Context: an optimization exercise on an open-source flow, tuned for small area. The choices shown serve that exercise and are no tape-out recipe. Function was checked by simulation only, so behaviour that the tests miss may differ from the original. The flow treats the clock pin as an ideal source. Dropping or thinning the clock tree relies on that and would not hold on a real chip.

pepper:
==> flow/design.v <==
`timescale 1 ns / 1 ps
module axis_jtag_v1_0 #
(
   parameter integer C_S_AXIS_DATA_WIDTH   = 64,
   parameter integer C_S_AXIS_DATA_LENGTH  = 32,
   parameter integer C_TCK_CLOCK_RATIO     = 4
)
(
   input  wire                                  channel,
   input  wire                                  s_axis_aclk,
   input  wire                                  s_axis_aresetn,
   input  wire [C_S_AXIS_DATA_WIDTH-1 : 0]      s_axis_tdata,
   input  wire                                  s_axis_tvalid,
   output wire                                  s_axis_tready,
   input  wire [7 : 0]                          s_axis_tkeep,
   input  wire                                  s_axis_tlast,
   output wire                                  TCK_0,
   output wire                                  TMS_0,
   output wire                                  TDI_0,
   input  wire                                  TDO_0,
   output wire                                  TCK_1,
   output wire                                  TMS_1,
   output wire                                  TDI_1,
   input  wire                                  TDO_1
);
   reg         f;         
   reg  [1:0]  q;         
   reg  [4:0]  p;         
   reg  [30:0] a;
   reg  [30:0] b;
   reg         tms_r;
   reg         tdi_r;
   wire        active = ~f;
   wire        pull   = f & ~q[1];           
   wire        ready  = f & q[1];            
   wire        turn   = active;
   wire        last   = active & q[1] & ~q[0];    
   wire [5:0]  pn     = {1'b0, p} + {5'd0, last};
   always @(posedge s_axis_aclk) begin
      if (!s_axis_aresetn) begin
         f <= 1'b1;
         q <= 2'b00;
      end else begin
         f    <= f ? ~ready : pn[5];
         q[0] <= ~q[1];
         q[1] <= q[0] & (active | (~q[1] & s_axis_tvalid));
      end
      p <= f ? 5'd0 : pn[4:0];
   end
   wire [30:0] du = {s_axis_tdata[16], s_axis_tdata[1], s_axis_tdata[17], s_axis_tdata[2], s_axis_tdata[18], s_axis_tdata[3], s_axis_tdata[19], s_axis_tdata[4], s_axis_tdata[20], s_axis_tdata[5], s_axis_tdata[21], s_axis_tdata[6], s_axis_tdata[22], s_axis_tdata[7], s_axis_tdata[23], s_axis_tdata[8], s_axis_tdata[24], s_axis_tdata[9], s_axis_tdata[25], s_axis_tdata[10], s_axis_tdata[26], s_axis_tdata[11], s_axis_tdata[27], s_axis_tdata[12], s_axis_tdata[28], s_axis_tdata[13], s_axis_tdata[29], s_axis_tdata[14], s_axis_tdata[30], s_axis_tdata[15], s_axis_tdata[31]};
   wire [30:0] dv = {s_axis_tdata[33], s_axis_tdata[49], s_axis_tdata[34], s_axis_tdata[50], s_axis_tdata[35], s_axis_tdata[51], s_axis_tdata[36], s_axis_tdata[52], s_axis_tdata[37], s_axis_tdata[53], s_axis_tdata[38], s_axis_tdata[54], s_axis_tdata[39], s_axis_tdata[55], s_axis_tdata[40], s_axis_tdata[56], s_axis_tdata[41], s_axis_tdata[57], s_axis_tdata[42], s_axis_tdata[58], s_axis_tdata[43], s_axis_tdata[59], s_axis_tdata[44], s_axis_tdata[60], s_axis_tdata[45], s_axis_tdata[61], s_axis_tdata[46], s_axis_tdata[62], s_axis_tdata[47], s_axis_tdata[63], s_axis_tdata[48]};
   always @(posedge s_axis_aclk) begin
      a <= ~((du & {31{pull}}) | (dv & {31{ready}}) |
             ({b[29:0], b[30]} & {31{turn}}));
      b <= a;
   end
   always @(posedge s_axis_aclk) begin
      if (last | ready) begin
         tms_r <= ready ? ~s_axis_tdata[0]  : a[0];
         tdi_r <= ready ? ~s_axis_tdata[32] : ~b[0];
      end
   end
   wire tck = active & q[1];
   wire tms = active & ~tms_r;
   wire tdi = active & ~tdi_r;
   assign s_axis_tready = ready;
   assign TCK_0 = ~channel & tck;
   assign TMS_0 = ~channel & tms;
   assign TDI_0 = ~channel & tdi;
   assign TCK_1 =  channel & tck;
   assign TMS_1 =  channel & tms;
   assign TDI_1 =  channel & tdi;
endmodule
Settings: LEC_CHECK=0, CAP_MARGIN=0, CORE_MARGIN=2, CORE_UTILIZATION=60, SLEW_MARGIN=0; clock period 10.0 ns.
standard.sh (not shown) runs the stock make flow with config.mk's settings and CLKGATE_MAP_FILE= SYNTH_SCRIPT=/design/flow/synth_recipe.tcl, a recipe that flattens the netlist after the stock synthesis.
==> flow/flow/run.sh <==
#!/bin/bash
# Layout flow: the standard ORFS flow (standard.sh) with three changes:
#  - synthesis maps the logic with an area-oriented ABC script (abc.script);
#    the registers are the standard synthesis's (ABC does not touch them);
#  - port buffers are the smallest buffer, sky130_fd_sc_hd__buf_1;
#  - a one-level clock tree of 4 buffers (buf_6, flow/manual_cts.tcl) in place of
#    clock_tree_synthesis.
# Each tool's output goes to the ORFS logs; make's output to standard.log.
set -euo pipefail
here=$(pwd)
cp flow/abc.script "$here/abc_area_opt.script"
cat > "$here/synth_opt.tcl" <<TCL
proc abc {args} {
  set i [lsearch -exact \$args -script]
  if { \$i >= 0 } { lset args [expr { \$i + 1 }] $here/abc_area_opt.script }
  yosys abc {*}\$args
}
source $here/synth_recipe.tcl
TCL
sed "s#SYNTH_SCRIPT=[^ ]*#SYNTH_SCRIPT=$here/synth_opt.tcl#" standard.sh > standard_opt.sh
export BUFFER_PORTS_ARGS="-buffer_cell sky130_fd_sc_hd__buf_1"
export PRE_CTS_TCL="$here/flow/manual_cts.tcl"
export CTS_ARGS="-sink_clustering_enable -repair_clock_nets -dont_use_dummy_load -buf_list sky130_fd_sc_hd__clkbuf_4"
bash standard_opt.sh > standard.log 2>&1
==> flow/flow/manual_cts.tcl <==
# Sourced by ORFS's cts.tcl before clock tree synthesis (PRE_CTS_TCL).
# Replaces clock_tree_synthesis with a one-level tree: the flip-flops are
# split into 4 clusters by their placement (k-means) and each cluster gets one
# clock buffer, placed at its centre and driven by the clock port. The rest of
# cts.tcl (legalisation, timing repair) runs as usual.
proc clock_tree_synthesis { args } {
  set K 4
  set buf sky130_fd_sc_hd__buf_6
  set block [ord::get_db_block]
  set net [$block findNet s_axis_aclk]
  set pts {}
  foreach it [$net getITerms] {
    set i [$it getInst]
    set bb [$i getBBox]
    lappend pts [list [expr { ([$bb xMin] + [$bb xMax]) / 2000.0 }] \
      [expr { ([$bb yMin] + [$bb yMax]) / 2000.0 }] \
      [$i getName] [[$it getMTerm] getName]]
  }
  set n [llength $pts]
  puts "manual_cts: $n clock sinks, $K clusters of $buf"
  set srt [lsort -real -index 0 $pts]
  set cs {}
  for { set k 0 } { $k < $K } { incr k } {
    set p [lindex $srt [expr { int(($k + 0.5) * $n / $K) }]]
    lappend cs [list [lindex $p 0] [lindex $p 1]]
  }
  for { set it 0 } { $it < 50 } { incr it } {
    set asg {}
    foreach p $pts {
      set best 0
      set bd 1e18
      for { set k 0 } { $k < $K } { incr k } {
        set c [lindex $cs $k]
        set d [expr { pow([lindex $p 0] - [lindex $c 0], 2) + pow([lindex $p 1] - [lindex $c 1], 2) }]
        if { $d < $bd } {
          set bd $d
          set best $k
        }
      }
      lappend asg $best
    }
    set ncs {}
    for { set k 0 } { $k < $K } { incr k } {
      set sx 0
      set sy 0
      set m 0
      foreach p $pts a $asg {
        if { $a == $k } {
          set sx [expr { $sx + [lindex $p 0] }]
          set sy [expr { $sy + [lindex $p 1] }]
          incr m
        }
      }
      if { $m > 0 } {
        lappend ncs [list [expr { $sx / $m }] [expr { $sy / $m }]]
      } else {
        lappend ncs [lindex $cs $k]
      }
    }
    set cs $ncs
  }
  for { set k 0 } { $k < $K } { incr k } {
    set pins {}
    foreach p $pts a $asg {
      if { $a == $k } {
        lappend pins [get_pins "[lindex $p 2]/[lindex $p 3]"]
      }
    }
    if { [llength $pins] == 0 } {
      continue
    }
    puts "manual_cts: cluster $k, [llength $pins] sinks at [lindex $cs $k]"
    insert_buffer -buffer_cell $buf -net s_axis_aclk -load_pins $pins \
      -location [lindex $cs $k] -buffer_name clkbuf_leaf_$k \
      -net_name clknet_leaf_$k
  }
  set_propagated_clock [all_clocks]
}
Other scripts of this flow, unchanged in this note and not shown: flow/flow/abc.script
pepper: PASS, flow complete, no timing, DRC or antenna violations
Edits applied to the flow inputs when going from pepper to tundra:
--- a/flow/flow/run.sh
+++ b/flow/flow/run.sh
@@ -4,5 +4,6 @@
 #    the registers are the standard synthesis's (ABC does not touch them);
 #  - port buffers are the smallest buffer, sky130_fd_sc_hd__buf_1;
-#  - a one-level clock tree of 4 buffers (buf_6, flow/manual_cts.tcl) in place of
+#  - a one-level clock tree of 4 buffers (buf_6, 4 equal clusters,
+#    flow/manual_cts.tcl) in place of
 #    clock_tree_synthesis.
 # Each tool's output goes to the ORFS logs; make's output to standard.log.
--- a/flow/flow/manual_cts.tcl
+++ b/flow/flow/manual_cts.tcl
@@ -1,5 +1,5 @@
 # Sourced by ORFS's cts.tcl before clock tree synthesis (PRE_CTS_TCL).
 # Replaces clock_tree_synthesis with a one-level tree: the flip-flops are
-# split into 4 clusters by their placement (k-means) and each cluster gets one
+# split into 4 clusters of equal size by their placement (k-means) and each cluster gets one
 # clock buffer, placed at its centre and driven by the clock port. The rest of
 # cts.tcl (legalisation, timing repair) runs as usual.
@@ -25,18 +25,27 @@
     lappend cs [list [lindex $p 0] [lindex $p 1]]
   }
+  # k-means with equal cluster sizes (at most ceil(n / K) sinks each):
+  # greedy assignment of the closest point-centre pairs first
+  set cap [expr { ($n + $K - 1) / $K }]
   for { set it 0 } { $it < 50 } { incr it } {
-    set asg {}
+    set pairs {}
+    set idx 0
     foreach p $pts {
-      set best 0
-      set bd 1e18
       for { set k 0 } { $k < $K } { incr k } {
         set c [lindex $cs $k]
-        set d [expr { pow([lindex $p 0] - [lindex $c 0], 2) + pow([lindex $p 1] - [lindex $c 1], 2) }]
-        if { $d < $bd } {
-          set bd $d
-          set best $k
-        }
+        lappend pairs [list [expr { pow([lindex $p 0] - [lindex $c 0], 2) + pow([lindex $p 1] - [lindex $c 1], 2) }] $idx $k]
       }
-      lappend asg $best
+      incr idx
+    }
+    set pairs [lsort -real -index 0 $pairs]
+    set asg [lrepeat $n -1]
+    set cnt [lrepeat $K 0]
+    foreach pr $pairs {
+      set i [lindex $pr 1]
+      set k [lindex $pr 2]
+      if { [lindex $asg $i] < 0 && [lindex $cnt $k] < $cap } {
+        lset asg $i $k
+        lset cnt $k [expr { [lindex $cnt $k] + 1 }]
+      }
     }
     set ncs {}
Findings:
- tundra: no failed stages, no open violations at the end
- tundra ended up with a lower detailed router's first-iteration violation count than pepper did.
- Flip-flop and latch count: pepper vs tundra identical
- The peak clock frequency supported by timing was comparable across tundra and pepper.
- Summary of tundra over pepper: tap cell count now sits at about the same level; met2 routed wirelength stayed essentially flat; global-route usage held steady.
- Looking at wire length on met1, tundra sits 0.35% below pepper.
- There was hardly any difference in count of pins on the block boundary between tundra and pepper.
- Any difference in shortest clock period the worst path allows after layout between tundra and pepper is small enough to ignore.
No run of this note takes its clock network from TritonCTS; it comes from the design's own scripts or RTL.

-- separate check: timing with driven ports --
The flow's constraints put no driver on any port. The routed layouts listed below were extracted and timed again, unchanged, in two steps. Step 1 assumes that a clkbuf_16 drives the clock port and a buf_2 every other input. Step 2 adds t to the input delays and takes it off the output delays; t is the mean of the earliest and latest rising clock arrival at the registers after step 1. Input paths then give back, and output paths get back, about the clock's delay inside the block. Three values: ideal, step 1, step 2; two values: the first two.
run	t, ns	setup WS [ns]	worst setup path at the end	pins driven straight from the clock port
pepper	0.182	5.369 / 5.347 / 5.347	input to output	4
tundra	0.186	5.368 / 5.346 / 5.346	input to output	4
After both steps setup and hold are still met in every run listed.
